Context: an optimization exercise on an open-source flow, tuned for small area. The choices shown serve that exercise and are no tape-out recipe.
Where RTL was checked, it was by simulation tests only, not by an equivalence proof against the original.

## Snake
module Snake (CLK_100MHz,Tick,Reset,Go,dir,gameOver,randX,randY,VBlank,HBlank,
              CurrentX,CurrentY,RED,GREEN,BLUE);
Size in the first run: roughly 65 I/O pins, roughly 41000 um^2 of cells after synthesis.
export LEC_CHECK = 0
export CAP_MARGIN = 20
export CORE_MARGIN = 2
export CORE_UTILIZATION = 40
export CTS_BUF_LIST = sky130_fd_sc_hd__clkbuf_4 sky130_fd_sc_hd__clkbuf_8
export CTS_CLUSTER_DIAMETER = 60
export CTS_CLUSTER_SIZE = 30
export GPL_ROUTABILITY_DRIVEN = 0
export GPL_TIMING_DRIVEN = 0
export PLACE_DENSITY = 0.72
export SETUP_SLACK_MARGIN = 0.15
export SLEW_MARGIN = 20
create_clock -name core_clock -period 10.0 [get_ports {CLK_100MHz}]
standard.sh (not shown) runs the stock make flow with config.mk's settings and CLKGATE_MAP_FILE= SYNTH_SCRIPT=/design/flow/synth_recipe.tcl, a recipe that flattens the netlist after the stock synthesis.
==> flow/flow/run.sh <==
#!/bin/bash
# Own flow: the standard layout, with a synthesis that skips Yosys's full/half
# adder extraction (extract_fa) and maps with ABC's default area-recovering
# script.  Registers, their names and cell types are those of the standard
# synthesis (same RTL passes, same flop mapping); only the combinational
# mapping differs.
set -euo pipefail
W=$PWD
sed "s#SYNTH_SCRIPT=[^ ]*#SYNTH_SCRIPT=$W/flow/synth.tcl#" standard.sh > own_synth.sh
bash own_synth.sh synth > synth_make.log 2>&1
bash standard.sh > layout_make.log 2>&1
==> flow/flow/synth.tcl <==
# The standard synthesis script (synth_recipe.tcl) with two changes made by
# overriding commands: extract_fa does nothing, and abc maps with Yosys's
# default ABC script (no ORFS speed script, no delay target).
proc synth {args} { yosys synth -nofsm -noshare {*}$args }
proc extract_fa {args} { puts "own flow: extract_fa skipped" }
proc abc {args} {
  foreach k {-script -D} {
    set i [lsearch -exact $args $k]
    if {$i >= 0} { set args [lreplace $args $i [expr {$i + 1}]] }
  }
  puts "own flow: abc $args"
  yosys abc {*}$args
}
source $::env(SCRIPTS_DIR)/synth.tcl
# left out here: clear keep_hierarchy, flatten, clean up, hide names made inside functions, write 1_2_yosys.v
Then changed:
--- a/flow/design.v
+++ b/flow/design.v
@@ -31,37 +31,37 @@
     generate
         for (r = 0; r < 5; r = r + 1) begin : rk
             assign rokx[r] = (r >= 1 || !lox) && (cqx >= r);
             assign roky[r] = (r >= 1 || !loy) && (cqy >= r);
         end
     endgenerate
     wire [8:0] zsx, zcx_, zsy, zcy_;
     Snake_csa5 mx(.c(cqx), .s(zsx), .k(zcx_));
     Snake_csa5 my(.c(cqy), .s(zsy), .k(zcy_));
-    wire [2:0] okx, oky, hitx, hity;
+    wire [2:0] okx, oky;
     wire [6:0] ex [0:2];
     wire [6:0] ey [0:2];
     genvar m, i, q;
     localparam LW = 3;           
     localparam LL = 1 << LW;
     localparam NL = 16 / LL;
     generate
         for (m = 0; m < 3; m = m + 1) begin : big
             wire [8:0] axm, aym;
             if (m == 0) begin : h
                 assign axm = hx;
                 assign aym = hy;
             end else begin : a
                 assign axm = ancx[m];
                 assign aym = ancy[m];
             end
-            Snake_axis ax_(.zs(zsx), .zk(zcx_), .za(axm), .rok(rokx), .ok(okx[m]), .e(ex[m]), .h(hitx[m]));
-            Snake_axis ay_(.zs(zsy), .zk(zcy_), .za(aym), .rok(roky), .ok(oky[m]), .e(ey[m]), .h(hity[m]));
+            Snake_axis ax_(.zs(zsx), .zk(zcx_), .za(axm), .rok(rokx), .ok(okx[m]), .e(ex[m]));
+            Snake_axis ay_(.zs(zsy), .zk(zcy_), .za(aym), .rok(roky), .ok(oky[m]), .e(ey[m]));
         end
     endgenerate
     wire [6:0] size = {sz, 2'b11};
     wire [6:0] lim = (size < nvalid) ? size : nvalid;
     wire [4:0] ea [0:7];            
     wire [4:0] eb [0:7];
     wire [5:0] offa [0:7];          
     wire [5:0] offb [0:7];
     wire [7:0] sub_any;             
@@ -117,19 +117,19 @@
                     assign lb[q+1] = 5'd0;
                 end
             end
             assign ea[m] = la[NL];
             assign eb[m] = lb[NL];
             wire even_any = |{mt[14], mt[12], mt[10], mt[8], mt[6], mt[4], mt[2], mt[0]};
             wire odd_any  = |{mt[15], mt[13], mt[11], mt[9], mt[7], mt[5], mt[3], mt[1]};
             assign sub_any[m] = ok && (pi ? odd_any : even_any);
             if (m == 0) begin : hd
-                assign head = hitx[0] && hity[0];
+                assign head = ok && !pi && (ta == 4'd8) && (tb == 4'd7);
             end
         end
     endgenerate
     wire snake = (|sub_any) | ((size > nvalid) && box00);
     wire restart = Reset || gameOver;
     wire eat = apple && head;
     wire zload = Reset || (Tick && zflag);
     wire [8:0] nhx = hx + ((ldir == 2'd1) ? 9'd1 : (ldir == 2'd3) ? 9'd511 : 9'd0);
     wire [8:0] nhy = hy + ((ldir == 2'd2) ? 9'd1 : (ldir == 2'd0) ? 9'd511 : 9'd0);
@@ -196,30 +196,27 @@
     wire [8:0] p0 = c, p1 = {c[6:0], 2'b0}, p2 = {c[5:0], 3'b0},
                p3 = {c[2:0], 6'b0}, p4 = {c[1:0], 7'b0};
     wire [8:0] s1 = p0 ^ p1 ^ p2;
     wire [8:0] k1 = {((p0 & p1) | (p0 & p2) | (p1 & p2)), 1'b0};
     wire [8:0] s2 = s1 ^ p3 ^ p4;
     wire [8:0] k2 = {((s1 & p3) | (s1 & p4) | (p3 & p4)), 1'b0};
     assign s = s2 ^ k1 ^ k2;
     assign k = {((s2 & k1) | (s2 & k2) | (k1 & k2)), 1'b0};
 endmodule
-module Snake_axis(zs, zk, za, rok, ok, e, h);
+module Snake_axis(zs, zk, za, rok, ok, e);
     input  [8:0] zs, zk, za;
     input  [4:0] rok;
     output ok;
     output [6:0] e;
-    output h;                       
     wire [8:0] d = zs + zk - za;
     wire ge56 = (d >= 9'd56), ge158 = (d >= 9'd158), ge261 = (d >= 9'd261),
          ge363 = (d >= 9'd363), ge465 = (d >= 9'd465);
     wire s3 = rok[3] &&  ge56  && !ge158;
     wire s1 = rok[1] &&  ge158 && !ge261;
     wire s4 = rok[4] &&  ge261 && !ge363;
     wire s2 = rok[2] &&  ge363 && !ge465;
     wire s0 = rok[0] && (ge465 || !ge56);
     assign ok = s0 | s1 | s2 | s3 | s4;
     wire [6:0] k = ({7{s0}} & 7'd47) | ({7{s1}} & 7'd98) | ({7{s2}} & 7'd21) |
                    ({7{s3}} & 7'd72) | ({7{s4}} & 7'd123);
     assign e = d[6:0] + k;
-    assign h = (rok[0] && d == 9'd0) || (rok[1] && d == 9'd205) || (rok[2] && d == 9'd410) ||
-               (rok[3] && d == 9'd103) || (rok[4] && d == 9'd308);
 endmodule
=>
- The changed run produced a clean layout
- hold slack is worse by 0.044 ns
- count of clock-buffer cells in the layout climbs by 1
- final cell count rose by 1.0%
- synthesized cell count rose by 2.0%
- sequential share of layout area is about the same

* * *

Snake, a different RTL version from the one above (not shown whole).
For scale: ~5300 cells after synthesis, about 65 I/O pins, roughly 45000 um^2 of cells after synthesis.
// Snake
module Snake (CLK_100MHz,Tick,Reset,Go,dir,gameOver,randX,randY,VBlank,HBlank,
              CurrentX,CurrentY,RED,GREEN,BLUE);
    input CLK_100MHz, Tick, Reset, VBlank, HBlank, Go;
    input [10:0] randX, randY, CurrentX, CurrentY;
    input [1:0] dir;
    output reg gameOver;
    output [3:0] RED, GREEN, BLUE;
    reg        r_q, g_q, b_q;
    assign RED   = {4{r_q}};
    assign GREEN = {4{g_q}};
    assign BLUE  = {4{b_q}};
    reg  [8:0]   hx, hy;            
    reg  [8:0]   ancx [1:2];        
    reg  [8:0]   ancy [1:2];
    reg  [127:1] sa, sb;            
    reg  [6:0]   nvalid;            
    reg  [4:0]   sz;                
    reg  [10:0]  appleX, appleY;
    reg          pause, zflag;
    reg  [1:0]   ldir;
    wire [10:0] cx = CurrentX, cy = CurrentY;
    wire border = (cx <= 20) || (cx >= 780) || (cy <= 20) || (cy >= 580);
  ...
clock: 10.0 ns
lec_check: 0
cap_margin: 20
core_margin: 2
core_utilization: 40
gpl_timing_driven: 0
setup_slack_margin: 0.3
slew_margin: 20
==> flow/flow/synth.tcl <==
# The standard synthesis script (synth_recipe.tcl) with two changes made by
# overriding commands: extract_fa does nothing, and abc maps with Yosys's
# default ABC script (no ORFS speed script, no delay target or drive constraints).
proc synth {args} { yosys synth -nofsm -noshare {*}$args }
proc extract_fa {args} { puts "own flow: extract_fa skipped" }
proc abc {args} {
  foreach k {-script -constr -D} {
    set i [lsearch -exact $args $k]
    if {$i >= 0} { set args [lreplace $args $i [expr {$i + 1}]] }
  }
  puts "own flow: abc $args"
  yosys abc {*}$args
}
source $::env(SCRIPTS_DIR)/synth.tcl
# left out here: clear keep_hierarchy, flatten, clean up, hide names made inside functions, write 1_2_yosys.v
Scripts as last shown in full above: flow/flow/run.sh
Change:
--- a/flow/design.v
+++ b/flow/design.v
@@ -64,52 +64,50 @@
     wire head;
     generate
         for (m = 0; m < 8; m = m + 1) begin : sub
             localparam BIG = m / 3;
             if (m % 3 == 0) begin : o0
                 assign offa[m] = 6'd0;
                 assign offb[m] = 6'd0;
             end else begin : o1
                 assign offa[m] = offa[m-1] + {ea[m-1][4], ea[m-1]};
                 assign offb[m] = offb[m-1] + {eb[m-1][4], eb[m-1]};
             end
-            wire [8:0] sA = {2'b00, ex[BIG]} + {2'b00, ey[BIG]} + {offa[m][5], offa[m][5], offa[m], 1'b0} - 9'd78;
-            wire [8:0] sB = {2'b00, ey[BIG]} - {2'b00, ex[BIG]} + 9'd15 - {offb[m][5], offb[m][5], offb[m], 1'b0};
-            wire rin = (sA[8:5] == 4'd0) && (sB[8:5] == 4'd0);
+            wire [8:0] sA = {2'b00, ex[BIG]} + {2'b00, ey[BIG]} + {offa[m][5], offa[m][5], offa[m], 1'b0};
+            wire [8:0] sB = {2'b00, ey[BIG]} - {2'b00, ex[BIG]} + 9'd1 - {offb[m][5], offb[m][5], offb[m], 1'b0};
+            wire rin = ($signed(sA) >= 78) && ($signed(sA) <= 109) &&
+                       ($signed(sB) >= -14) && ($signed(sB) <= 17);
             wire ok = okx[BIG] && oky[BIG] && rin;
             wire pi = sA[0];
-            wire [3:0] ta = sA[4:1];
+            wire [3:0] ta = ~sA[4:1];
             wire [3:0] tb = sB[4:1];
-            wire [3:0] ca [0:15];
-            wire [3:0] cb [0:15];
-            assign ca[0] = 4'd8;
-            assign cb[0] = 4'd7;
+            wire [4:0] ca [0:16];
+            wire [4:0] cb [0:16];
+            assign ca[0] = 5'd0;
+            assign cb[0] = 5'd0;
             wire [15:0] mt;             
-            assign mt[0] = (ta == 4'd8) && (tb == 4'd7) && ((m == 0) ? 1'b1 : (16*m <= lim));
-            for (i = 1; i <= 15; i = i + 1) begin : ent
+            assign mt[0] = (ta == 4'd0) && (tb == 4'd0) && ((m == 0) ? 1'b1 : (16*m <= lim));
+            for (i = 1; i <= 16; i = i + 1) begin : ent
                 if (16*m + i <= 127) begin : e
-                    assign ca[i] = ca[i-1] - {3'd0, sa[16*m+i]} + ((i % 2 == 0) ? 4'd1 : 4'd0);
-                    assign cb[i] = cb[i-1] + {3'd0, sb[16*m+i]} - ((i % 2 == 0) ? 4'd1 : 4'd0);
-                    assign mt[i] = (ca[i] == ta) && (cb[i] == tb) && (16*m + i <= lim);
+                    assign ca[i] = ca[i-1] + {4'd0, sa[16*m+i]} - ((i % 2 == 0) ? 5'd1 : 5'd0);
+                    assign cb[i] = cb[i-1] + {4'd0, sb[16*m+i]} - ((i % 2 == 0) ? 5'd1 : 5'd0);
+                    if (i < 16) begin : h
+                        assign mt[i] = (ca[i][3:0] == ta) && (cb[i][3:0] == tb) && (16*m + i <= lim);
+                    end
                 end else begin : z
-                    assign ca[i] = 4'd0;
-                    assign cb[i] = 4'd0;
+                    assign ca[i] = 5'd0;
+                    assign cb[i] = 5'd0;
                 end
             end
-            if (16*m + 16 <= 127) begin : nx
-                assign ea[m] = 5'd7 - {1'b0, ca[15]} + {4'd0, sa[16*m+16]};
-                assign eb[m] = {1'b0, cb[15]} - 5'd8 + {4'd0, sb[16*m+16]};
-            end else begin : nn
-                assign ea[m] = 5'd0;
-                assign eb[m] = 5'd0;
-            end
+            assign ea[m] = ca[16];
+            assign eb[m] = cb[16];
             wire even_any = (m == 0) ? (|{mt[14], mt[12], mt[10], mt[8], mt[6], mt[4], mt[2]})
                                      : (|{mt[14], mt[12], mt[10], mt[8], mt[6], mt[4], mt[2], mt[0]});
             wire odd_any  = |{mt[15], mt[13], mt[11], mt[9], mt[7], mt[5], mt[3], mt[1]};
             assign sub_any[m] = ok && (pi ? odd_any : even_any);
             if (m == 0) begin : hd
                 assign head = ok && !pi && mt[0];
             end
         end
     endgenerate
     wire snake = (|sub_any) | ((size > nvalid) && box00);
     wire restart = Reset || gameOver;
@@ -189,20 +187,20 @@
 module Snake_axis(zs, zk, za, rok, ok, e);
     input  [8:0] zs, zk, za;
     input  [4:0] rok;
     output ok;
     output [6:0] e;
     wire [8:0] d = zs + zk - za;
     wire [8:0] e0 = d + 9'd47;
     wire [8:0] e1 = d + 9'd354;
     wire [8:0] e2 = d + 9'd149;
     wire [8:0] e3 = d + 9'd456;
     wire [8:0] e4 = d + 9'd251;
-    wire s0 = rok[0] && (e0 < 9'd96);
-    wire s1 = rok[1] && (e1 < 9'd96);
-    wire s2 = rok[2] && (e2 < 9'd96);
-    wire s3 = rok[3] && (e3 < 9'd96);
-    wire s4 = rok[4] && (e4 < 9'd96);
+    wire s0 = rok[0] && (e0 <= 9'd94);
+    wire s1 = rok[1] && (e1 <= 9'd94);
+    wire s2 = rok[2] && (e2 <= 9'd94);
+    wire s3 = rok[3] && (e3 <= 9'd94);
+    wire s4 = rok[4] && (e4 <= 9'd94);
     assign ok = s0 | s1 | s2 | s3 | s4;
     assign e = ({7{s0}} & e0[6:0]) | ({7{s1}} & e1[6:0]) | ({7{s2}} & e2[6:0]) |
                ({7{s3}} & e3[6:0]) | ({7{s4}} & e4[6:0]);
 endmodule
What happened: The changed run finished with timing, DRC and antenna clean; core utilization barely changes; final cell count goes up slightly; wire length falls slightly; hold slack gains 0.011 ns; design area barely changes; via count went down slightly; setup slack gets better by 0.074 ns.
For the second run of this note, only the layout was checked, not whether the RTL still works.

## what the ideal ports hide
The flow's constraints put no driver on any port. The routed layouts listed below were extracted and timed again, unchanged, in two steps.
Step 1, drivers: a clkbuf_16 drives CLK_100MHz and a buf_2 each remaining input, both assumed.
Step 2 times the ports against the registers' clock, not the clock port: input delays grow and output delays shrink by t, the midpoint of the rising clock arrivals with the driver on.
a / b / c = ideal / step 1 / step 2; a / b = the first two.
run | shift t [ns] | setup WS [ns] | worst hold slack (ns) | worst setup path at the end
the first run of note 1 | 0.784 | 0.209 / 0.222 / -0.562 | 0.462 / 0.462 / 0.462 | input to register
the second run of note 1 | 0.813 | 0.209 / 0.259 / -0.554 | 0.418 / 0.418 / 0.418 | input to register
the first run of note 2 | 0.729 | 0.373 / 0.304 / -0.425 | 0.440 / 0.440 / 0.440 | input to register
the second run of note 2 | 0.708 | 0.447 / 0.358 / -0.350 | 0.451 / 0.451 / 0.451 | input to register
Met with ideal ports but missed after step 2: setup timing in every run listed. The setup slack of the first run of note 2, which loses most, moves by -0.069 ns with the drivers and by -0.798 ns with both steps.
